From an optimization exercise on the open Yosys and OpenROAD flow, aimed at small area and a short achievable clock period; shortcuts taken in it are not production practice. In this exercise RTL edits were held to simulation tests only and were not proved equivalent to the original. No driver is modelled on the clock port, so clocking that relies on it looks cheaper here than on a real chip. Power is estimated from default activity; no workload was simulated.

File: flow/config.mk
export PLATFORM = sky130hd
export DESIGN_NAME = sincos
export DESIGN_NICKNAME = sincos
export VERILOG_FILES = /design/flow/design.v
export SDC_FILE = /design/flow/constraint.sdc
export NUM_CORES = 4
export LEC_CHECK = 0
export ABC_AREA = 1
export CAP_MARGIN = 20
export CORE_MARGIN = 2
export CORE_UTILIZATION = 40
export SETUP_SLACK_MARGIN = 2.5
export SLEW_MARGIN = 20
File: flow/constraint.sdc
create_clock -name core_clock -period 4.0 [get_ports {clk}]
set_input_delay 0.8000 -clock core_clock [delete_from_list [all_inputs] [get_ports {clk}]]
set_output_delay 0.8000 -clock core_clock [all_outputs]
set_load 0.01 [all_outputs]
File: flow/design.v
module sincos (
    input wire clk,
    input wire rst,
    input wire [7:0] theta,
    output reg [7:0] sine,
    output reg [7:0] cosine,
    output reg done
);
    reg [7:0] t [0:6];
    reg [7:0] t8;
    integer i;
    always @(posedge clk) begin
        t[0] <= theta;
        for (i = 1; i < 7; i = i + 1) t[i] <= t[i-1];
        t8 <= t[6] ^ {1'b0, t[6][7:1]};
    end
    wire a_n25, a_n26, a_n27, a_n28, a_n29, a_n30, a_n31, a_n32, a_n33, a_n34;
    wire a_n35, a_s6, a_n37, a_n38, a_n39, a_n40, a_n41, a_n42, a_n43, a_n44;
    wire a_n45, a_s5, a_n47, a_n48, a_n49, a_n50, a_n51, a_n52, a_n53, a_n54;
    wire a_n55, a_n56, a_n57, a_n58, a_n59, a_n60, a_n61, a_n62, a_n63, a_n64;
    wire a_n65, a_n66, a_n67, a_n68, a_n69, a_n70, a_n71, a_n72, a_n73, a_n74;
    wire a_n75, a_n76, a_n77, a_n78, a_n79, a_n80, a_n81, a_n82, a_n83, a_n84;
    wire a_n85, a_n86, a_n87, a_n88, a_n89, a_n90, a_n91, a_n92, a_n93, a_n94;
    wire a_n95, a_n96, a_n97, a_n98, a_n99, a_n100, a_n101, a_n102, a_n103, a_n104;
    wire a_n105, a_n106, a_n107, a_n108, a_n109, a_n110, a_n111, a_n112, a_n113, a_n114;
    wire a_n115, a_n116, a_n117, a_n118, a_n119, a_n120, a_n121, a_n122, a_n123, a_n124;
    wire a_n125, a_n126, a_n127, a_n128, a_n129, a_n130, a_n131, a_n132, a_n133, a_n134;
    wire a_n135, a_n136, a_n137, a_n138, a_n139, a_n140, a_n141, a_n142, a_n143, a_n144;
    wire a_n145, a_n146, a_n147, a_n148, a_n149, a_n150, a_n151, a_n152, a_n153, a_n154;
    wire a_n155, a_n156, a_n157, a_n158, a_n159, a_n160, a_n161, a_n162, a_s4, a_n164;
    wire a_n165, a_n166, a_n167, a_n168, a_n169, a_n170, a_n171, a_n172, a_n173, a_n174;
    wire a_s3, a_n176, a_n177, a_n178, a_n179, a_n180, a_n181, a_n182, a_n183, a_n184;
    wire a_n185, a_n186, a_n187, a_n188, a_n189, a_n190, a_n191, a_n192, a_n193, a_n194;
    wire a_n195, a_s2, a_n197, a_n198, a_n199, a_n200, a_n201, a_n202, a_n203, a_n204;
    wire a_n205, a_n206, a_n207, a_c7, a_n209, a_n210, a_n211, a_n212, a_n213, a_n214;
    wire a_n215, a_n216, a_n217, a_n218, a_n219, a_n220, a_n221, a_n222, a_n223, a_n224;
    wire a_n225, a_n226, a_n227, a_n228, a_n229, a_n230, a_n231, a_n232, a_n233, a_n234;
    wire a_n235, a_n236, a_n237, a_n238, a_n239, a_n240, a_s1, a_n242, a_n243, a_n244;
    wire a_s0, a_n246, a_n247, a_n248, a_n249, a_c5, a_n251, a_n253, a_n254, a_n255;
    wire a_n256, a_n257, a_n258, a_n259, a_n260, a_n261, a_n262, a_n263, a_c4, a_n265;
    wire a_n266, a_n267, a_n268, a_n269, a_n270, a_n271, a_n272, a_n273, a_n274, a_n275;
    wire a_c3, a_n277, a_n278, a_n279, a_n280, a_n281, a_n282, a_n283, a_n284, a_n285;
    wire a_n286, a_n287, a_n288, a_n289, a_n290, a_n291, a_n292, a_n293, a_n294, a_n295;
    wire a_n296, a_n297, a_n298, a_n299, a_n300, a_n301, a_n302, a_n303, a_n304, a_n305;
    wire a_n306, a_n307, a_n308, a_n309, a_n310, a_n311, a_n312, a_n313, a_n314, a_c2;
    wire a_n316, a_n317, a_n318, a_n319, a_n320, a_n321, a_n322, a_n323, a_n324, a_n325;
    wire a_n326, a_n327, a_n328, a_n329, a_n330, a_n331, a_n332, a_n333, a_n334, a_n335;
    wire a_n336, a_n337, a_n338, a_n339, a_n340, a_n341, a_n342, a_n343, a_n344, a_c1;
    wire a_n346, a_n347, a_n348, a_n349, a_n350, a_n351, a_n352, a_n353, a_c0;
    assign a_n25 = t8[7] & t8[6];
    assign a_n26 = ~t8[4] & ~t8[3];
    assign a_n27 = t8[5] & a_n26;
    assign a_n28 = ~t8[7] & ~t8[6];
    assign a_n29 = ~a_n27 & a_n28;
    assign a_n30 = ~a_n25 & ~a_n29;
    assign a_n31 = t8[7] & ~t8[3];
    assign a_n32 = ~t8[7] & t8[3];
    assign a_n33 = ~a_n31 & ~a_n32;
    assign a_n34 = ~t8[2] & ~a_n33;
    assign a_n35 = a_n27 & a_n34;
    assign a_s6 = a_n30 & ~a_n35;
    assign a_n37 = ~t8[6] & ~t8[5];
    assign a_n38 = t8[4] & ~t8[3];
    assign a_n39 = a_n37 & ~a_n38;
    assign a_n40 = ~a_s6 & ~a_n39;
    assign a_n41 = ~t8[6] & ~t8[2];
    assign a_n42 = ~t8[1] & ~a_n41;
    assign a_n43 = a_n38 & ~a_n42;
    assign a_n44 = a_n37 & ~a_n43;
    assign a_n45 = a_s6 & a_n44;
    assign a_s5 = a_n40 | a_n45;
    assign a_n47 = t8[2] & t8[1];
    assign a_n48 = t8[4] & a_n47;
    assign a_n49 = t8[3] & a_n48;
    assign a_n50 = ~t8[4] & t8[1];
    assign a_n51 = ~t8[2] & ~a_n50;
    assign a_n52 = t8[5] & t8[3];
    assign a_n53 = ~a_n51 & a_n52;
    assign a_n54 = ~a_n49 & ~a_n53;
    assign a_n55 = t8[3] & t8[0];
    assign a_n56 = ~a_n41 & ~a_n55;
    assign a_n57 = ~t8[6] & t8[3];
    assign a_n58 = ~t8[4] & ~a_n57;
    assign a_n59 = ~a_n56 & a_n58;
    assign a_n60 = t8[6] & ~t8[5];
    assign a_n61 = ~a_n59 & ~a_n60;
    assign a_n62 = a_n54 & a_n61;
    assign a_n63 = t8[6] & t8[4];
    assign a_n64 = t8[1] & ~t8[0];
    assign a_n65 = t8[3] & ~t8[2];
    assign a_n66 = ~a_n64 & a_n65;
    assign a_n67 = a_n63 & ~a_n66;
    assign a_n68 = ~a_n59 & a_n67;
    assign a_n69 = ~a_n62 & ~a_n68;
    assign a_n70 = t8[5] & ~a_n63;
    assign a_n71 = ~t8[1] & ~a_n70;
    assign a_n72 = ~a_n38 & ~a_n71;
    assign a_n73 = t8[7] & ~t8[5];
    assign a_n74 = t8[0] & ~a_n57;
    assign a_n75 = a_n73 & a_n74;
    assign a_n76 = a_n72 & a_n75;
    assign a_n77 = ~a_n69 & a_n76;
    assign a_n78 = a_n37 & a_n38;
    assign a_n79 = a_n75 & a_n78;
    assign a_n80 = ~a_n77 & ~a_n79;
    assign a_n81 = t8[6] & t8[2];
    assign a_n82 = t8[6] & t8[3];
    assign a_n83 = t8[5] & a_n82;
    assign a_n84 = ~t8[5] & ~t8[1];
    assign a_n85 = ~a_n82 & a_n84;
    assign a_n86 = ~a_n83 & ~a_n85;
    assign a_n87 = ~t8[1] & ~a_n57;
    assign a_n88 = ~a_n86 & ~a_n87;
    assign a_n89 = ~t8[1] & t8[0];
    assign a_n90 = ~a_n64 & ~a_n89;
    assign a_n91 = ~t8[5] & a_n90;
    assign a_n92 = a_n67 & ~a_n91;
    assign a_n93 = t8[6] & ~a_n92;
    assign a_n94 = ~a_n88 & ~a_n93;
    assign a_n95 = a_n81 & a_n94;
    assign a_n96 = a_n80 & ~a_n95;
    assign a_n97 = t8[7] & a_n64;
    assign a_n98 = ~t8[2] & ~a_n97;
    assign a_n99 = t8[7] & t8[0];
    assign a_n100 = t8[4] & ~t8[1];
    assign a_n101 = ~a_n99 & a_n100;
    assign a_n102 = ~t8[4] & ~t8[1];
    assign a_n103 = t8[7] & t8[3];
    assign a_n104 = ~a_n102 & a_n103;
    assign a_n105 = ~a_n101 & a_n104;
    assign a_n106 = ~a_n98 & ~a_n105;
    assign a_n107 = t8[5] & ~t8[0];
    assign a_n108 = t8[2] & ~a_n107;
    assign a_n109 = ~a_n57 & ~a_n108;
    assign a_n110 = a_n99 & a_n102;
    assign a_n111 = ~a_n109 & ~a_n110;
    assign a_n112 = t8[7] & a_n107;
    assign a_n113 = ~t8[2] & a_n99;
    assign a_n114 = ~a_n112 & ~a_n113;
    assign a_n115 = a_n50 & a_n114;
    assign a_n116 = a_n111 & ~a_n115;
    assign a_n117 = ~a_n106 & a_n116;
    assign a_n118 = ~t8[6] & t8[4];
    assign a_n119 = a_n32 & ~a_n118;
    assign a_n120 = ~a_n117 & a_n119;
    assign a_n121 = a_n96 & a_n120;
    assign a_n122 = a_n117 & a_n119;
    assign a_n123 = ~a_n96 & a_n122;
    assign a_n124 = ~a_n121 & ~a_n123;
    assign a_n125 = ~t8[5] & ~t8[4];
    assign a_n126 = ~t8[6] & ~a_n125;
    assign a_n127 = ~a_n26 & ~a_n126;
    assign a_n128 = ~t8[2] & ~t8[1];
    assign a_n129 = t8[6] & t8[0];
    assign a_n130 = a_n31 & a_n129;
    assign a_n131 = ~a_n128 & a_n130;
    assign a_n132 = ~a_n47 & ~a_n128;
    assign a_n133 = t8[2] & a_n55;
    assign a_n134 = ~t8[6] & ~a_n133;
    assign a_n135 = ~a_n132 & a_n134;
    assign a_n136 = ~a_n131 & ~a_n135;
    assign a_n137 = ~t8[5] & a_n136;
    assign a_n138 = a_n81 & a_n90;
    assign a_n139 = ~a_n38 & ~a_n41;
    assign a_n140 = ~a_n138 & ~a_n139;
    assign a_n141 = ~t8[7] & ~a_n140;
    assign a_n142 = a_n137 & a_n141;
    assign a_n143 = a_n73 & a_n140;
    assign a_n144 = ~a_n136 & a_n143;
    assign a_n145 = ~a_n142 & ~a_n144;
    assign a_n146 = ~t8[3] & t8[1];
    assign a_n147 = ~t8[5] & a_n146;
    assign a_n148 = a_s6 & ~a_n147;
    assign a_n149 = ~t8[5] & ~a_s6;
    assign a_n150 = ~a_n148 & ~a_n149;
    assign a_n151 = ~t8[3] & ~a_n63;
    assign a_n152 = a_n150 & a_n151;
    assign a_n153 = a_n145 & ~a_n152;
    assign a_n154 = a_n127 & a_n153;
    assign a_n155 = a_n124 & a_n154;
    assign a_n156 = ~a_n69 & a_n72;
    assign a_n157 = ~a_n78 & ~a_n156;
    assign a_n158 = ~t8[3] & ~a_n157;
    assign a_n159 = a_n153 & a_n158;
    assign a_n160 = a_n124 & a_n159;
    assign a_n161 = ~a_n33 & ~a_n127;
    assign a_n162 = ~a_n160 & a_n161;
    assign a_s4 = a_n155 | a_n162;
    assign a_n164 = t8[5] & t8[4];
    assign a_n165 = ~a_n155 & a_n164;
    assign a_n166 = ~a_n162 & a_n165;
    assign a_n167 = a_n124 & a_n145;
    assign a_n168 = ~a_n152 & a_n167;
    assign a_n169 = ~t8[5] & t8[4];
    assign a_n170 = t8[1] & ~a_n169;
    assign a_n171 = a_n41 & ~a_n170;
    assign a_n172 = a_n168 & ~a_n171;
    assign a_n173 = ~a_n166 & a_n172;
    assign a_n174 = ~t8[7] & a_n168;
    assign a_s3 = ~a_n173 & ~a_n174;
    assign a_n176 = a_n54 & ~a_n60;
    assign a_n177 = ~a_n67 & ~a_n176;
    assign a_n178 = t8[4] & ~a_n41;
    assign a_n179 = ~a_n177 & a_n178;
    assign a_n180 = t8[7] & ~a_n171;
    assign a_n181 = t8[2] & ~a_n164;
    assign a_n182 = a_n126 & a_n181;
    assign a_n183 = ~a_n180 & ~a_n182;
    assign a_n184 = ~a_n179 & ~a_n183;
    assign a_n185 = a_n157 & a_n184;
    assign a_n186 = ~t8[7] & ~a_n182;
    assign a_n187 = ~a_n157 & a_n186;
    assign a_n188 = ~a_n185 & ~a_n187;
    assign a_n189 = ~t8[6] & ~a_n100;
    assign a_n190 = t8[3] & t8[2];
    assign a_n191 = ~t8[7] & ~a_n190;
    assign a_n192 = a_n189 & ~a_n191;
    assign a_n193 = a_n171 & a_n192;
    assign a_n194 = ~a_n179 & ~a_n193;
    assign a_n195 = ~a_n168 & ~a_n194;
    assign a_s2 = ~a_n188 | a_n195;
    assign a_n197 = ~t8[3] & ~t8[2];
    assign a_n198 = ~a_n125 & a_n197;
    assign a_n199 = ~a_n94 & ~a_n198;
    assign a_n200 = ~t8[4] & ~t8[2];
    assign a_n201 = a_n94 & a_n200;
    assign a_n202 = ~a_n199 & ~a_n201;
    assign a_n203 = ~t8[5] & a_n177;
    assign a_n204 = ~t8[0] & a_n203;
    assign a_n205 = a_n65 & ~a_n69;
    assign a_n206 = ~a_n204 & ~a_n205;
    assign a_n207 = a_n38 & a_n98;
    assign a_c7 = a_n60 & ~a_n207;
    assign a_n209 = t8[7] & t8[1];
    assign a_n210 = a_c7 & ~a_n209;
    assign a_n211 = t8[3] & a_n63;
    assign a_n212 = ~a_n125 & ~a_n211;
    assign a_n213 = t8[4] & t8[2];
    assign a_n214 = t8[6] & ~a_n100;
    assign a_n215 = ~a_n213 & ~a_n214;
    assign a_n216 = t8[5] & ~a_n103;
    assign a_n217 = ~a_n215 & a_n216;
    assign a_n218 = a_n212 & ~a_n217;
    assign a_n219 = ~a_n210 & a_n218;
    assign a_n220 = a_n206 & a_n219;
    assign a_n221 = a_n73 & ~a_n220;
    assign a_n222 = a_n202 & ~a_n221;
    assign a_n223 = t8[7] & ~a_n202;
    assign a_n224 = ~a_n171 & ~a_n223;
    assign a_n225 = ~a_n220 & ~a_n224;
    assign a_n226 = ~a_n222 & ~a_n225;
    assign a_n227 = ~t8[4] & ~a_n34;
    assign a_n228 = ~a_n137 & ~a_n227;
    assign a_n229 = ~a_n226 & ~a_n228;
    assign a_n230 = ~t8[6] & t8[5];
    assign a_n231 = ~a_n197 & a_n230;
    assign a_n232 = a_n100 & ~a_n231;
    assign a_n233 = ~a_n100 & a_n231;
    assign a_n234 = ~a_n232 & ~a_n233;
    assign a_n235 = ~a_n155 & a_n234;
    assign a_n236 = ~a_n162 & a_n235;
    assign a_n237 = ~a_n125 & ~a_n164;
    assign a_n238 = ~a_n192 & ~a_n237;
    assign a_n239 = ~a_n226 & a_n238;
    assign a_n240 = ~a_n236 & a_n239;
    assign a_s1 = ~a_n229 & ~a_n240;
    assign a_n242 = t8[6] & a_n164;
    assign a_n243 = ~a_n83 & ~a_n242;
    assign a_n244 = ~t8[7] & ~a_n243;
    assign a_s0 = ~a_n220 & ~a_n244;
    assign a_n246 = a_n106 & ~a_n164;
    assign a_n247 = ~a_n38 & ~a_n83;
    assign a_n248 = ~a_n106 & a_n247;
    assign a_n249 = ~a_n246 & ~a_n248;
    assign a_c5 = ~a_n37 & ~a_n249;
    assign a_n251 = ~t8[6] & ~a_c5;
    assign a_n253 = a_n96 & ~a_n117;
    assign a_n254 = ~a_n96 & a_n117;
    assign a_n255 = ~a_n253 & ~a_n254;
    assign a_n256 = ~a_n60 & ~a_n230;
    assign a_n257 = a_n255 & a_n256;
    assign a_n258 = t8[6] & ~t8[4];
    assign a_n259 = t8[5] & a_n258;
    assign a_n260 = ~a_n118 & ~a_n259;
    assign a_n261 = a_n106 & ~a_n260;
    assign a_n262 = a_n198 & ~a_n246;
    assign a_n263 = ~a_n261 & ~a_n262;
    assign a_c4 = ~a_n257 & a_n263;
    assign a_n265 = ~t8[0] & ~a_n50;
    assign a_n266 = ~t8[7] & a_n265;
    assign a_n267 = a_n258 & ~a_n266;
    assign a_n268 = ~t8[7] & t8[6];
    assign a_n269 = a_n146 & a_n268;
    assign a_n270 = ~a_n26 & ~a_n269;
    assign a_n271 = ~a_n267 & a_n270;
    assign a_n272 = t8[5] & ~a_n106;
    assign a_n273 = ~a_n271 & a_n272;
    assign a_n274 = a_n106 & a_n169;
    assign a_n275 = ~a_n273 & ~a_n274;
    assign a_c3 = a_n255 | ~a_n275;
    assign a_n277 = ~a_n125 & ~a_n213;
    assign a_n278 = a_n206 & a_n277;
    assign a_n279 = a_n96 & ~a_n278;
    assign a_n280 = a_n167 & a_n279;
    assign a_n281 = ~a_n101 & ~a_n113;
    assign a_n282 = t8[5] & t8[2];
    assign a_n283 = ~a_n50 & a_n282;
    assign a_n284 = a_n25 & ~a_n283;
    assign a_n285 = ~a_n28 & a_n125;
    assign a_n286 = ~a_n284 & ~a_n285;
    assign a_n287 = a_n281 & ~a_n286;
    assign a_n288 = ~a_n280 & a_n287;
    assign a_n289 = t8[3] & a_n257;
    assign a_n290 = a_n157 & a_n218;
    assign a_n291 = t8[2] & t8[0];
    assign a_n292 = a_n290 & a_n291;
    assign a_n293 = ~a_n190 & ~a_n197;
    assign a_n294 = t8[6] & ~a_n293;
    assign a_n295 = ~t8[7] & ~a_n242;
    assign a_n296 = a_n74 & a_n125;
    assign a_n297 = ~a_n295 & ~a_n296;
    assign a_n298 = ~a_n234 & a_n265;
    assign a_n299 = a_n297 & ~a_n298;
    assign a_n300 = ~a_n294 & ~a_n299;
    assign a_n301 = ~a_n292 & ~a_n300;
    assign a_n302 = ~t8[7] & t8[2];
    assign a_n303 = a_n202 & ~a_n302;
    assign a_n304 = ~a_n268 & ~a_n303;
    assign a_n305 = ~a_n301 & ~a_n304;
    assign a_n306 = ~a_n102 & ~a_n197;
    assign a_n307 = a_n230 & ~a_n306;
    assign a_n308 = ~a_n242 & ~a_n307;
    assign a_n309 = ~a_n281 & ~a_n308;
    assign a_n310 = ~t8[7] & ~a_n137;
    assign a_n311 = a_n290 & a_n310;
    assign a_n312 = ~a_n309 & ~a_n311;
    assign a_n313 = ~a_n305 & a_n312;
    assign a_n314 = ~a_n289 & a_n313;
    assign a_c2 = a_n288 | ~a_n314;
    assign a_n316 = ~t8[3] & ~a_n50;
    assign a_n317 = a_n230 & a_n316;
    assign a_n318 = a_n128 & ~a_n164;
    assign a_n319 = ~a_n317 & ~a_n318;
    assign a_n320 = ~a_n56 & ~a_n57;
    assign a_n321 = ~a_n319 & ~a_n320;
    assign a_n322 = a_n81 & a_n146;
    assign a_n323 = a_n82 & a_n132;
    assign a_n324 = ~a_n322 & ~a_n323;
    assign a_n325 = ~t8[2] & a_n50;
    assign a_n326 = t8[5] & ~a_n325;
    assign a_n327 = a_n126 & ~a_n326;
    assign a_n328 = a_n324 & ~a_n327;
    assign a_n329 = ~a_n321 & a_n328;
    assign a_n330 = ~a_n203 & a_n329;
    assign a_n331 = ~t8[7] & ~a_n330;
    assign a_n332 = t8[7] & ~a_n203;
    assign a_n333 = ~a_n86 & a_n157;
    assign a_n334 = t8[6] & t8[1];
    assign a_n335 = ~a_n213 & a_n334;
    assign a_n336 = a_n41 & a_n316;
    assign a_n337 = ~a_n335 & ~a_n336;
    assign a_n338 = t8[0] & ~a_n337;
    assign a_n339 = ~t8[0] & a_n337;
    assign a_n340 = ~a_n338 & ~a_n339;
    assign a_n341 = a_n333 & a_n340;
    assign a_n342 = a_n332 & ~a_n341;
    assign a_n343 = ~a_n333 & ~a_n340;
    assign a_n344 = a_n342 & ~a_n343;
    assign a_c1 = a_n331 | a_n344;
    assign a_n346 = ~t8[6] & ~a_n278;
    assign a_n347 = a_n206 & a_n259;
    assign a_n348 = ~a_n346 & ~a_n347;
    assign a_n349 = ~t8[3] & a_n182;
    assign a_n350 = t8[7] & ~a_n349;
    assign a_n351 = a_n348 & a_n350;
    assign a_n352 = ~a_n103 & ~a_n180;
    assign a_n353 = ~a_n348 & a_n352;
    assign a_c0 = ~a_n351 & ~a_n353;
    reg k_t7, k_s6, k_s5, k_s4, k_s3, k_s2, k_c7, k_s1, k_s0, k_c5, k_n251, k_c4, k_c3, k_c2, k_c1, k_c0;
    always @(posedge clk) begin
        k_t7 <= t8[7];
        k_s6 <= a_s6;
        k_s5 <= a_s5;
        k_s4 <= a_s4;
        k_s3 <= a_s3;
        k_s2 <= a_s2;
        k_c7 <= a_c7;
        k_s1 <= a_s1;
        k_s0 <= a_s0;
        k_c5 <= a_c5;
        k_n251 <= a_n251;
        k_c4 <= a_c4;
        k_c3 <= a_c3;
        k_c2 <= a_c2;
        k_c1 <= a_c1;
        k_c0 <= a_c0;
    end
    wire [7:0] s_n, c_n;
    assign c_n[6] = k_c7 | k_n251;
    assign s_n[7] = k_t7;
    assign s_n[6] = k_s6;
    assign s_n[5] = k_s5;
    assign s_n[4] = k_s4;
    assign s_n[3] = k_s3;
    assign s_n[2] = k_s2;
    assign s_n[1] = k_s1;
    assign s_n[0] = k_s0;
    assign c_n[7] = k_c7;
    assign c_n[5] = k_c5;
    assign c_n[4] = k_c4;
    assign c_n[3] = k_c3;
    assign c_n[2] = k_c2;
    assign c_n[1] = k_c1;
    assign c_n[0] = k_c0;
    always @(posedge clk) begin
        sine <= s_n;
        cosine <= c_n;
    end
    reg [2:0] cnt;
    reg full;
    always @(posedge clk or posedge rst) begin
        if (rst) begin
            cnt <= 3'd0;
            full <= 1'b0;
            done <= 1'b0;
        end else begin
            cnt <= cnt + 3'd1;
            full <= full | (&cnt);
            done <= full;
        end
    end
endmodule
File: flow/flow/run.sh
#!/bin/bash
# Own layout flow: the standard ORFS flow (standard.sh, with its unchanged synthesis) and
# these changes to how the layout is made:
#  - port buffers are sky130_fd_sc_hd__buf_2 instead of the delay cell buffer_ports picks;
#  - repair may change a cell's footprint (MATCH_CELL_FOOTPRINT=0);
set -euo pipefail
cd "$(dirname "$0")/.."
bash standard.sh \
  BUFFER_PORTS_ARGS="-buffer_cell sky130_fd_sc_hd__buf_2" \
  MATCH_CELL_FOOTPRINT=0 \
  PRE_CTS_TCL="$PWD/flow/clock_tree.tcl" \
  CLK_SKEW_PATTERN='k_*' \
  CLK_SKEW_CELL='sky130_fd_sc_hd__clkdlybuf4s50_1 sky130_fd_sc_hd__clkdlybuf4s25_1' \
  finish > flow_make.log 2>&1
File: flow/flow/clock_tree.tcl
# Clock distribution made here instead of TritonCTS's H-tree: the clock port drives
# CLK_TREE_K clock buffers, each placed at the centre of a cluster of nearby flip-flops and
# driving that cluster's clock pins. One level of buffering gives every register the same
# kind of clock path (a balanced tree with a single buffer level).
set k_want [expr {[info exists ::env(CLK_TREE_K)] ? $::env(CLK_TREE_K) : 4}]
set bufname [expr {[info exists ::env(CLK_TREE_BUF)] ? $::env(CLK_TREE_BUF) : "sky130_fd_sc_hd__clkbuf_16"}]
set block [ord::get_db_block]
set db [ord::get_db]
set clk_port [lindex [sta::find_clocks_matching * 0 0] 0]
set clknet ""
foreach bt [$block getBTerms] {
  if {[$bt getName] eq "clk"} { set clknet [$bt getNet] }
}
set master [$db findMaster $bufname]
set skew_pat [expr {[info exists ::env(CLK_SKEW_PATTERN)] ? $::env(CLK_SKEW_PATTERN) : ""}]
set skew_cell [expr {[info exists ::env(CLK_SKEW_CELL)] ? $::env(CLK_SKEW_CELL) : ""}]
set sinks {}; set late {}
foreach it [$clknet getITerms] {
  if {$skew_pat ne "" && [string match $skew_pat [[$it getInst] getName]]} { lappend late $it } else { lappend sinks $it }
}
if {[llength $late] > 0} { incr k_want -1 }
set n [llength $sinks]
puts "clock_tree: $n sinks, $k_want buffers of $bufname"
# coordinates
set xs {}; set ys {}
foreach it $sinks {
  set b [[$it getInst] getBBox]
  lappend xs [expr {([$b xMin] + [$b xMax]) / 2.0}]
  lappend ys [expr {([$b yMin] + [$b yMax]) / 2.0}]
}
# k-means, seeded by sorting along x then y (deterministic)
set order [lsort -integer -indices [lmap x $xs {expr {int($x)}}]]
set cx {}; set cy {}
for {set k 0} {$k < $k_want} {incr k} {
  set i [lindex $order [expr {int(($k + 0.5) * $n / $k_want)}]]
  lappend cx [lindex $xs $i]; lappend cy [lindex $ys $i]
}
set cap [expr {int(ceil(double($n) / $k_want)) + 2}]
for {set iter 0} {$iter < 30} {incr iter} {
  # balanced assignment: greedy by distance with a cap per cluster
  set pairs {}
  for {set i 0} {$i < $n} {incr i} {
    for {set k 0} {$k < $k_want} {incr k} {
      set d [expr {abs([lindex $xs $i] - [lindex $cx $k]) + abs([lindex $ys $i] - [lindex $cy $k])}]
      lappend pairs [list $d $i $k]
    }
  }
  set pairs [lsort -real -index 0 $pairs]
  set asg [lrepeat $n -1]; set cnt [lrepeat $k_want 0]
  foreach p $pairs {
    lassign $p d i k
    if {[lindex $asg $i] >= 0} continue
    if {[lindex $cnt $k] >= $cap} continue
    lset asg $i $k; lset cnt $k [expr {[lindex $cnt $k] + 1}]
  }
  set sx [lrepeat $k_want 0.0]; set sy [lrepeat $k_want 0.0]
  for {set i 0} {$i < $n} {incr i} {
    set k [lindex $asg $i]
    lset sx $k [expr {[lindex $sx $k] + [lindex $xs $i]}]
    lset sy $k [expr {[lindex $sy $k] + [lindex $ys $i]}]
  }
  for {set k 0} {$k < $k_want} {incr k} {
    if {[lindex $cnt $k] > 0} {
      lset cx $k [expr {[lindex $sx $k] / [lindex $cnt $k]}]
      lset cy $k [expr {[lindex $sy $k] / [lindex $cnt $k]}]
    }
  }
}
for {set k 0} {$k < $k_want} {incr k} {
  set inst [odb::dbInst_create $block $master "clkbuf_root_$k"]
  set net [odb::dbNet_create $block "clknet_root_$k"]
  $net setSigType CLOCK
  [$inst findITerm A] connect $clknet
  [$inst findITerm X] connect $net
  set w [[$inst getMaster] getWidth]; set h [[$inst getMaster] getHeight]
  $inst setLocation [expr {int([lindex $cx $k] - $w / 2)}] [expr {int([lindex $cy $k] - $h / 2)}]
  $inst setPlacementStatus PLACED
  $inst setSourceType TIMING
  puts "clock_tree: buffer $k at ([expr {int([lindex $cx $k])}], [expr {int([lindex $cy $k])}]) drives [lindex $cnt $k] sinks"
}
for {set i 0} {$i < $n} {incr i} {
  set it [lindex $sinks $i]
  set k [lindex $asg $i]
  $it disconnect
  $it connect [$block findNet "clknet_root_$k"]
}
if {[llength $late] > 0} {
  # the pipeline's middle register: its clock passes through extra delay cells, which moves time
  # from the stage after it to the stage before it (both are register-to-register paths)
  set lx 0.0; set ly 0.0
  foreach it $late {
    set b [[$it getInst] getBBox]
    set lx [expr {$lx + ([$b xMin] + [$b xMax]) / 2.0}]; set ly [expr {$ly + ([$b yMin] + [$b yMax]) / 2.0}]
  }
  set lx [expr {int($lx / [llength $late])}]; set ly [expr {int($ly / [llength $late])}]
  set prev $clknet
  set di 0
  foreach cell $skew_cell {
    set dly [odb::dbInst_create $block [$db findMaster $cell] "clkdly_late_$di"]
    set dnet [odb::dbNet_create $block "clknet_late_d$di"]
    $dnet setSigType CLOCK
    [$dly findITerm A] connect $prev
    [$dly findITerm X] connect $dnet
    $dly setLocation [expr {$lx - 2000 - 4000 * $di}] $ly; $dly setPlacementStatus PLACED; $dly setSourceType TIMING
    set prev $dnet
    incr di
  }
  set lb [odb::dbInst_create $block $master "clkbuf_late"]
  set lnet [odb::dbNet_create $block "clknet_late"]
  $lnet setSigType CLOCK
  [$lb findITerm A] connect $prev
  [$lb findITerm X] connect $lnet
  $lb setLocation $lx $ly; $lb setPlacementStatus PLACED; $lb setSourceType TIMING
  foreach it $late { $it disconnect; $it connect $lnet }
  puts "clock_tree: [llength $late] sinks matching $skew_pat behind $skew_cell"
}
$clknet setSigType CLOCK
global_connect
set_propagated_clock [all_clocks]
File: flow/standard.sh
#!/bin/bash
# synth_recipe.tcl (not shown) runs the flow's synth.tcl, then flattens the netlist and writes it again
# the make line also repeats each setting of config.mk as NAME=value (left out here)
make -C /OpenROAD-flow-scripts/flow DESIGN_CONFIG=/design/flow/config.mk WORK_HOME=/design/flow/orfs CLKGATE_MAP_FILE= SYNTH_SCRIPT=/design/flow/synth_recipe.tcl "${@:-finish}"
==> notes.md, run 1 <==
* Status: no timing/DRC/antenna violations
* Vias in the first global route at 2626
* Cell variety after synth at 36
* Mapped Nets at 430
* Clk_skew at 775 ps
* Inserted Diodes at 0
* Share of layout cells above drive strength 1 at 19.1%
* Seq pwr share at 56.7%
* Vias/cell at 5.01
* Worst Path Class, Setup: flip-flop to primary output
* WP data arrival at 680 ps
* Final Setup Violations at 0
* Ys flop type: dfxtp_1
* Asr flop ratio synth at 4.95%
* Worst stage delay on the critical path at 380 ps
* # IOs at 27
* Critical Path RT at 3200 ps
* Starting DRT DRC Count at 212
* CP cell instances: buf_2
* Number of synthesized flops with an enable pin at 0
* Layout area overhead at 12.0%
* DRC violation count after routing at 0
* Routed WL per cell at 15.2 µm
* Top cells by count, synth: dfxtp_1 (96), nand2_1 (82), inv_1 (31), nand3_1 (29), nor2_1 (29)
* Global-route wire length before repair at 13.3 mm
* DP Cell Count at 530
* Sw Pwr at 609 µW
* Post-Syn Area at 0.00368 mm²
* WHS at 45.0 ps
* Seq/Total Area, Yosys at 55.6%
* Worst-Skew Late Latency at 930 ps
* Synth area leader: dfxtp_1
* Layout Nets at 458
* Rel. slew slack at 55.6%
* DRT Pass-1 Iters at 5
* Post-DP Area at 0.00396 mm²
* Final TNS setup at 0 ps
* Initial antenna violation count at 0
* Largest delay contributor family on the critical path: flip-flops
* Comb pwr share at 21.0%
* Initial Util at 40.5%
* Die area at 0.0100 mm²
* YS warnings at 2
* Max-slew violations at 0
* Cell with the most instances after synthesis: dfxtp_1
* VDD IR max at 0.443 mV
* CP max stage cell: dfrtp_1
* CP max FO at 1
* Max-cap violations at 0
* Pwr/cell area at 513 mW/mm²
* RePlAce Congestion at 0.957
* Pint at 1510 µW
* GRT Resource Usage Total at 16.5%
* Tightest Pin Transition at 659 ps
* Final period util at 36.9%
* Hold Violations, Final at 0
* Synthesized instance count at 403
* Design area at 0.00413 mm²
* Total gr overflow at 0
* Port bufs at 26
* Fmax at 677 MHz
* Pin count of the biggest net entering global routing at 32
* Syn avg cell area at 9.14 µm²
* Vias at 2707
* Sw Share at 28.8%
* Synthesized flop and latch total at 101
* Clock share of power at 22.3%
* Synth area leaders: dfxtp_1 (52%), nand2_1 (8.4%), ha_1 (5.8%)
* Clock slew at reported path FFs at 100 ps
* DP HPWL at 5.81 mm
* WL final at 8.21 mm
* Fin cells at 540
* Row cnt at 35
* CP bufs+invs at 1
* Die Y at 100 µm
* CP Launch Type: flip-flop
* Synth top area share at 52.2%
* Lkg Pwr at 0.00193 µW
* RSZ-0062 raised after global routing: yes
* Worst hold-check path type: flip-flop to flip-flop
* Die W at 100 µm
* Core area at 0.00911 mm²
* Post-route ant nets at 0
* Kind of end point of the critical path: primary output
* Tmin final at 1480 ps
## kinds of logic (layout without fill, tap and decap cells)
| logic type | Yosys count | in the layout | synth area share (%) |
|---|---|---|---|
| fa+ha+maj | 17 | 17 | 5.77 |
| flops | 101 | 101 | 55.6 |
| compound gates | 53 | 53 | 7.98 |
| buf+inv | 52 | 78 | 6.72 |
| simple gates | 169 | 169 | 21.4 |
| xor+xnor | 11 | 11 | 2.61 |
## tightest hold or removal path, delay by kind of cell (launching register included)
kind               cells  cell delay, ps
AOI/OAI and AO/OA      1             120
DFF                    1             440
and+or+nand+nor        2             220
## cells in the final DEF, fill, tap and decap left out, types with 2 or more instances in the layout
master	Yosys	layout
ha_1	17	14
or2_2	2	2
nand4_1	4	4
nor2_1	29	28
o21ai_0	22	21
dfrtp_1	5	5
nand2_1	82	80
buf_2	1	26
o21ai_1	4	5
inv_2	9	7
clkbuf_16	0	4
xor2_1	10	9
ha_4	0	3
nand3_2	4	5
inv_1	31	30
nor2_2	3	4
dfxtp_2	0	5
dlygate4sd3_1	0	4
nand2_4	3	3
nand3b_1	2	2
dfxtp_4	0	3
a31oi_1	2	2
a21oi_1	15	15
nand2_2	8	10
inv_4	1	4
o211ai_1	4	4
nand3_1	29	27
dfxtp_1	96	88
o31ai_1	2	2
## final timing paths
| kind | from | end | slack, ps | depth (start not counted) |
|---|---|---|---|---|
| setup / recovery | done | done | 2520 | 1 |
| hold / removal | t8[3] | k_c5 | 40 | 3 |
| setup reg to reg | k_n251 | cosine[6] | 2550 | 1 |
| hold reg to reg | t8[3] | k_c5 | 40 | 3 |
| max in group asynchronous | rst | full | 3330 | 2 |
| min in group asynchronous | rst | cnt[1] | 500 | 2 |
## sequential cells by signal (all words and copies together), names as in the netlist, 3 cells and up
register  count
sine          8
cnt           3
t8            8
cosine        8
t            56
## metal layers
layer | vias to the layer above | global-route usage (%) | part of all wire (%)
met4 | 0 | 8.85 | 5.0
met3 | 28 | 2.02 | 5.6
li1 | 1342 | - | -
met1 | 1214 | 20.9 | 44
met5 | - | 0 | 0
met2 | 123 | 27.7 | 46
## through the flow
stage | power, µW | util, % | setup WS, ps
2_1_floorplan | 1520 | - | 2350
3_3_place_gp | 1670 | 43.5 | 1560
3_5_place_dp | 1660 | 43.5 | 1610
4_1_cts | 2140 | 45.3 | 2510
5_1_grt | 2250 | 45.3 | 2490
6_report | 2120 | 45.3 | 2520
## cell type report, without the clock buffers
cell class / instances / area (µm²)
Fill cell: 909 / 4980
Sequential cell: 101 / 2060
Multi-Input combinational cell: 250 / 1460
Inverter: 42 / 173
Timing Repair Buffer: 30 / 170
Tap cell: 111 / 139
## timing repair
action	CTS	global route
buffers inserted	0	0
pin swaps	0	0
setup endpoints to repair	7	9
hold buffers	4	0
hold endpoints to repair	4	0
gates resized for setup	1	2
## power groups by stage
stage | clock network [µW] | registers [µW] | logic [µW]
floorplan | 0 | 1210 | 309
global placement | 0 | 1230 | 441
detailed placement | 0 | 1230 | 430
CTS | 499 | 1200 | 439
global route | 537 | 1220 | 494
finish | 473 | 1200 | 445
==> run 2, diff against run 1 <==
--- a/flow/flow/run.sh
+++ b/flow/flow/run.sh
@@ -10,5 +10,6 @@
   MATCH_CELL_FOOTPRINT=0 \
   PRE_CTS_TCL="$PWD/flow/clock_tree.tcl" \
   CLK_SKEW_PATTERN='k_*' \
-  CLK_SKEW_CELL='sky130_fd_sc_hd__clkdlybuf4s50_1 sky130_fd_sc_hd__clkdlybuf4s25_1' \
+  CLK_SKEW_CELL=sky130_fd_sc_hd__clkdlybuf4s50_1 \
+  CLK_LATE_FROM_GROUP=1 \
   finish > flow_make.log 2>&1
--- a/flow/flow/clock_tree.tcl
+++ b/flow/flow/clock_tree.tcl
@@ -18,7 +18,8 @@
 foreach it [$clknet getITerms] {
   if {$skew_pat ne "" && [string match $skew_pat [[$it getInst] getName]]} { lappend late $it } else { lappend sinks $it }
 }
-if {[llength $late] > 0} { incr k_want -1 }
+set late_from_group [expr {[info exists ::env(CLK_LATE_FROM_GROUP)] && $::env(CLK_LATE_FROM_GROUP)}]
+if {[llength $late] > 0 && !$late_from_group} { incr k_want -1 }
 set n [llength $sinks]
 puts "clock_tree: $n sinks, $k_want buffers of $bufname"
 # coordinates
@@ -94,6 +95,14 @@
   }
   set lx [expr {int($lx / [llength $late])}]; set ly [expr {int($ly / [llength $late])}]
   set prev $clknet
+  if {$late_from_group} {
+    # start the delay chain from the clock buffer nearest to the late registers
+    set bestd 1e18
+    for {set k 0} {$k < $k_want} {incr k} {
+      set d [expr {abs([lindex $cx $k] - $lx) + abs([lindex $cy $k] - $ly)}]
+      if {$d < $bestd} { set bestd $d; set prev [$block findNet "clknet_root_$k"] }
+    }
+  }
   set di 0
   foreach cell $skew_cell {
     set dly [odb::dbInst_create $block [$db findMaster $cell] "clkdly_late_$di"]
--- a/flow/config.mk
+++ b/flow/config.mk
@@ -9,5 +9,5 @@
 export CAP_MARGIN = 20
 export CORE_MARGIN = 2
 export CORE_UTILIZATION = 40
-export SETUP_SLACK_MARGIN = 2.5
+export SETUP_SLACK_MARGIN = 2.55
 export SLEW_MARGIN = 20
==> run 2 against run 1 <==
Maximum frequency grew 2.2%; first-iteration DRC count grew 19%; worst hold slack got worse by 41 ps; combinational power rose by 4%; area after synthesis stayed put; worst setup slack better by 32 ps; synthesized cell count is the same; clock power increased by 5.1%; critical path type unchanged; routed wire length decreased by 0.49%; sequential share of layout area down 0.51 points; critical path depth unchanged.
==> notes.md, run 2 <==
* Pwr/cell area at 513 mW/mm² (about the same)
* Post-Syn Area at 0.00368 mm² (unchanged)
* FF-to-FF Start: k_n251 (unchanged)
* Clock share of power at 23.1% (was 22.3%)
* Final period util at 36.1% (was 36.9%)
* Max-cap violations at 0 (unchanged)
* Starting DRT DRC Count at 252 (was 212)
* Hold wc startpoint: t8[5] (was t8[3])
* Lkg Pwr at 0.00197 µW (was 0.00193 µW)
* Fmax at 692 MHz (was 677 MHz)
* CP Launch Type: flip-flop (unchanged)
* WHS at 3.95 ps (was 45.0 ps)
* Pint at 1540 µW (was 1510 µW)
* Synth area leader: dfxtp_1 (unchanged)
* Total gr overflow at 0 (unchanged)
* VDD IR max at 0.361 mV (was 0.443 mV)
* Vias/cell at 4.97 (was 5.01)
* Max-slew violations at 0 (unchanged)
* Asr flop ratio synth at 4.95% (unchanged)
* Vias at 2710 (was 2707)
* Tightest Pin Transition at 610 ps (was 659 ps)
* Pin count of the biggest net entering global routing at 25 (was 32)
* Routed WL per cell at 15.0 µm (was 15.2 µm)
* CP bufs+invs at 1 (unchanged)
* Seq pwr share at 55.4% (was 56.7%)
* Worst-Skew Late Latency at 850 ps (was 930 ps)
* Synth top area share at 52.2% (unchanged)
* Comb pwr share at 21.4% (was 21.0%)
* Post-route ant nets at 0 (unchanged)
* DRC violation count after routing at 0 (unchanged)
* Design area at 0.00419 mm² (was 0.00413 mm²)
* CP max FO at 1 (unchanged)
* Inserted Diodes at 0 (unchanged)
* Layout Nets at 463 (was 458)
* Layout area overhead at 13.7% (was 12.0%)
* Max FFs per register at 56 (unchanged)
* Port bufs at 26 (unchanged)
* Die W at 100 µm (unchanged)
* Synthesized instance count at 403 (unchanged)
* Final core occ at 46.0% (was 45.3%)
* Die Y at 100 µm (unchanged)
* Tmin final at 1450 ps (was 1480 ps)
* RePlAce Congestion at 0.957 (unchanged)
* Cells on worst reg2reg path at 1 (unchanged)
* Die area at 0.0100 mm² (unchanged)
* Worst hold-check path type: flip-flop to flip-flop (unchanged)
* Synthesized flop and latch total at 101 (unchanged)
* Seq/Total Area, Yosys at 55.6% (unchanged)
* Top cells by count, synth: dfxtp_1 (96), nand2_1 (82), inv_1 (31), nand3_1 (29), nor2_1 (29) (unchanged)
* Vias in the first global route at 2585 (was 2626)
* Post-DP Area at 0.00396 mm² (unchanged)
* Reg-to-Reg End: cosine[6] (unchanged)
* Worst Path Class, Setup: flip-flop to primary output (unchanged)
* # IOs at 27 (unchanged)
* Status: no timing/DRC/antenna violations (unchanged)
* Final Setup Violations at 0 (unchanged)
* Clock slew at reported path FFs at 80 ps (was 100 ps)
* Worst hold endpoint: k_c1 (was k_c5)
* Initial Util at 40.5% (unchanged)
* Row cnt at 35 (unchanged)
* Synth area leaders: dfxtp_1 (52%), nand2_1 (8.4%), ha_1 (5.8%) (unchanged)
* Clk_skew at 705 ps (was 775 ps)
* Syn avg cell area at 9.14 µm² (unchanged)
* GRT Resource Usage Total at 16.5% (unchanged)
* CP cell instances: buf_2 (unchanged)
* Rel. slew slack at 58.9% (was 55.6%)
* Worst stage delay on the critical path at 370 ps (was 380 ps)
* Kind of end point of the critical path: primary output (unchanged)
* Commonest non-fill, non-tap cell in the layout: dfxtp_1 (unchanged)
* Cell variety after synth at 36 (unchanged)
* Mapped Nets at 430 (unchanged)
* YS warnings at 2 (unchanged)
* Hold depth at 2 (was 3)
* RSZ-0062 raised after global routing: yes (unchanged)
* Initial antenna violation count at 0 (unchanged)
* Critical Path RT at 3200 ps (about the same)
* Largest Register: t (unchanged)
* DRT Pass-1 Iters at 5 (unchanged)
* R2R setup slack at 2620 ps (was 2550 ps)
* DP HPWL at 5.81 mm (unchanged)
* CP max stage cell: dfrtp_1 (unchanged)
* Share of layout cells above drive strength 1 at 20.3% (was 19.1%)
* Cell with the most instances after synthesis: dfxtp_1 (unchanged)
* Sw Share at 28.1% (was 28.8%)
* Final TNS setup at 0 ps (unchanged)
* WL final at 8.17 mm (was 8.21 mm)
* Largest delay contributor family on the critical path: flip-flops (unchanged)
* WP data arrival at 650 ps (was 680 ps)
* Core area at 0.00911 mm² (unchanged)
* Ys flop type: dfxtp_1 (unchanged)
* Sw Pwr at 605 µW (was 609 µW)
* Number of synthesized flops with an enable pin at 0 (unchanged)
* Most frequent cells in the layout: dfxtp_1 (88), nand2_1 (80), inv_1 (30) (unchanged)
* Global-route wire length before repair at 13.2 mm (was 13.3 mm)
* Hold Violations, Final at 0 (unchanged)
## run 2: changes by cell type in the layout (fill, tap and decap cells not counted), sizes merged
cell           before  now
buf                26   31
clkbuf              4    5
clkdlybuf4s25       1    0
## run 2: cells by family (layout without fill, tap and decap cells)
logic type      count (synthesis)  count (layout)  synth area share [%]
simple gates                  169             169                  21.4
flops                         101             101                  55.6
compound gates                 53              53                  7.98
buf+inv                        52              83                  6.72
fa+ha+maj                      17              17                  5.77
xor+xnor                       11              11                  2.61
## run 2: cell type report, without the clock buffers
type | count | area (µm²)
multi-input cells | 250 | 1460
well taps | 111 | 139
inverters | 42 | 173
repair buffers | 35 | 208
flip-flops and latches | 101 | 2070
fillers | 909 | 4920
## run 2: tightest hold or removal path, cell delays in order (launching register included)
cell and delay (ps):
dfxtp_4 430, nor2_1 150, o21ai_1 80
## run 2: layer usage
layer	track usage (%)	vias up	share of wire (%)
met3	1.81	24	6.3
met5	0	-	0
met1	21.1	1218	42
met4	7.80	0	4.7
li1	-	1357	-
met2	28.2	111	47
## run 2: worst max-delay path by stage
stage                      from  slack (ps)  cells past startpoint    to
after floorplan           t8[6]        2350                     14  k_s3
after global placement    t8[7]        1560                     12  k_s3
after detailed placement  t8[7]        1610                     12  k_s3
after CTS                  done        2540                      1  done
after global routing       done        2520                      1  done
final                      done        2550                      1  done
## run 2: what timing repair did
action	CTS	global route
hold endpoints to repair	3	1
gates cloned	0	0
hold buffers	3	1
setup buffers	0	5
endpoints found under the setup margin	8	8
resized for setup	2	5
## run 2: metrics by stage
stage | power [µW] | instances | worst slack (ps)
2_1_floorplan | 1520 | 403 | 2350
4_1_cts | 2160 | 539 | 2540
6_report | 2150 | 545 | 2550
3_5_place_dp | 1660 | 530 | 1610
5_1_grt | 2280 | 545 | 2520
3_3_place_gp | 1670 | 530 | 1560
## run 2: power groups by stage
stage                     Sequential [µW]  Combinational (µW)  Clock (µW)
final                                1190                 461         497
after global routing                 1210                 509         565
after CTS                            1200                 437         524
after detailed placement             1230                 430           0
after global placement               1230                 441           0
after floorplan                      1210                 309           0

-- afterwards: timing with drivers on the ports --
Ports are ideal in the flow. The routed layouts listed here were re-timed in OpenROAD. Step 1 assumes that a clkbuf_16 drives the clock port and a buf_2 every other input. Step 2, shift: input delay + t, output delay - t, t = (earliest + latest rising clock arrival at the registers) / 2. This alone moves slack from input paths to output paths. Three values: ideal, step 1, step 2; two values: the first two.
| run | t, ns | setup slack, ns | worst hold slack (ns) | worst setup path at the end | latest minus earliest clock arrival (ns) |
|---|---|---|---|---|---|
| run 1 | 0.614 | 2.522 / 2.452 / 2.556 | 0.045 / 0.046 / 0.046 | register to register | 0.779 / 0.777 |
| run 2 | 0.568 | 2.555 / 2.480 / 2.620 | 0.004 / 0.004 / 0.004 | register to register | 0.707 / 0.706 |
Clock arrivals are far apart in run 1 and run 2, so t is only a midpoint there and step 2 fits no single register.
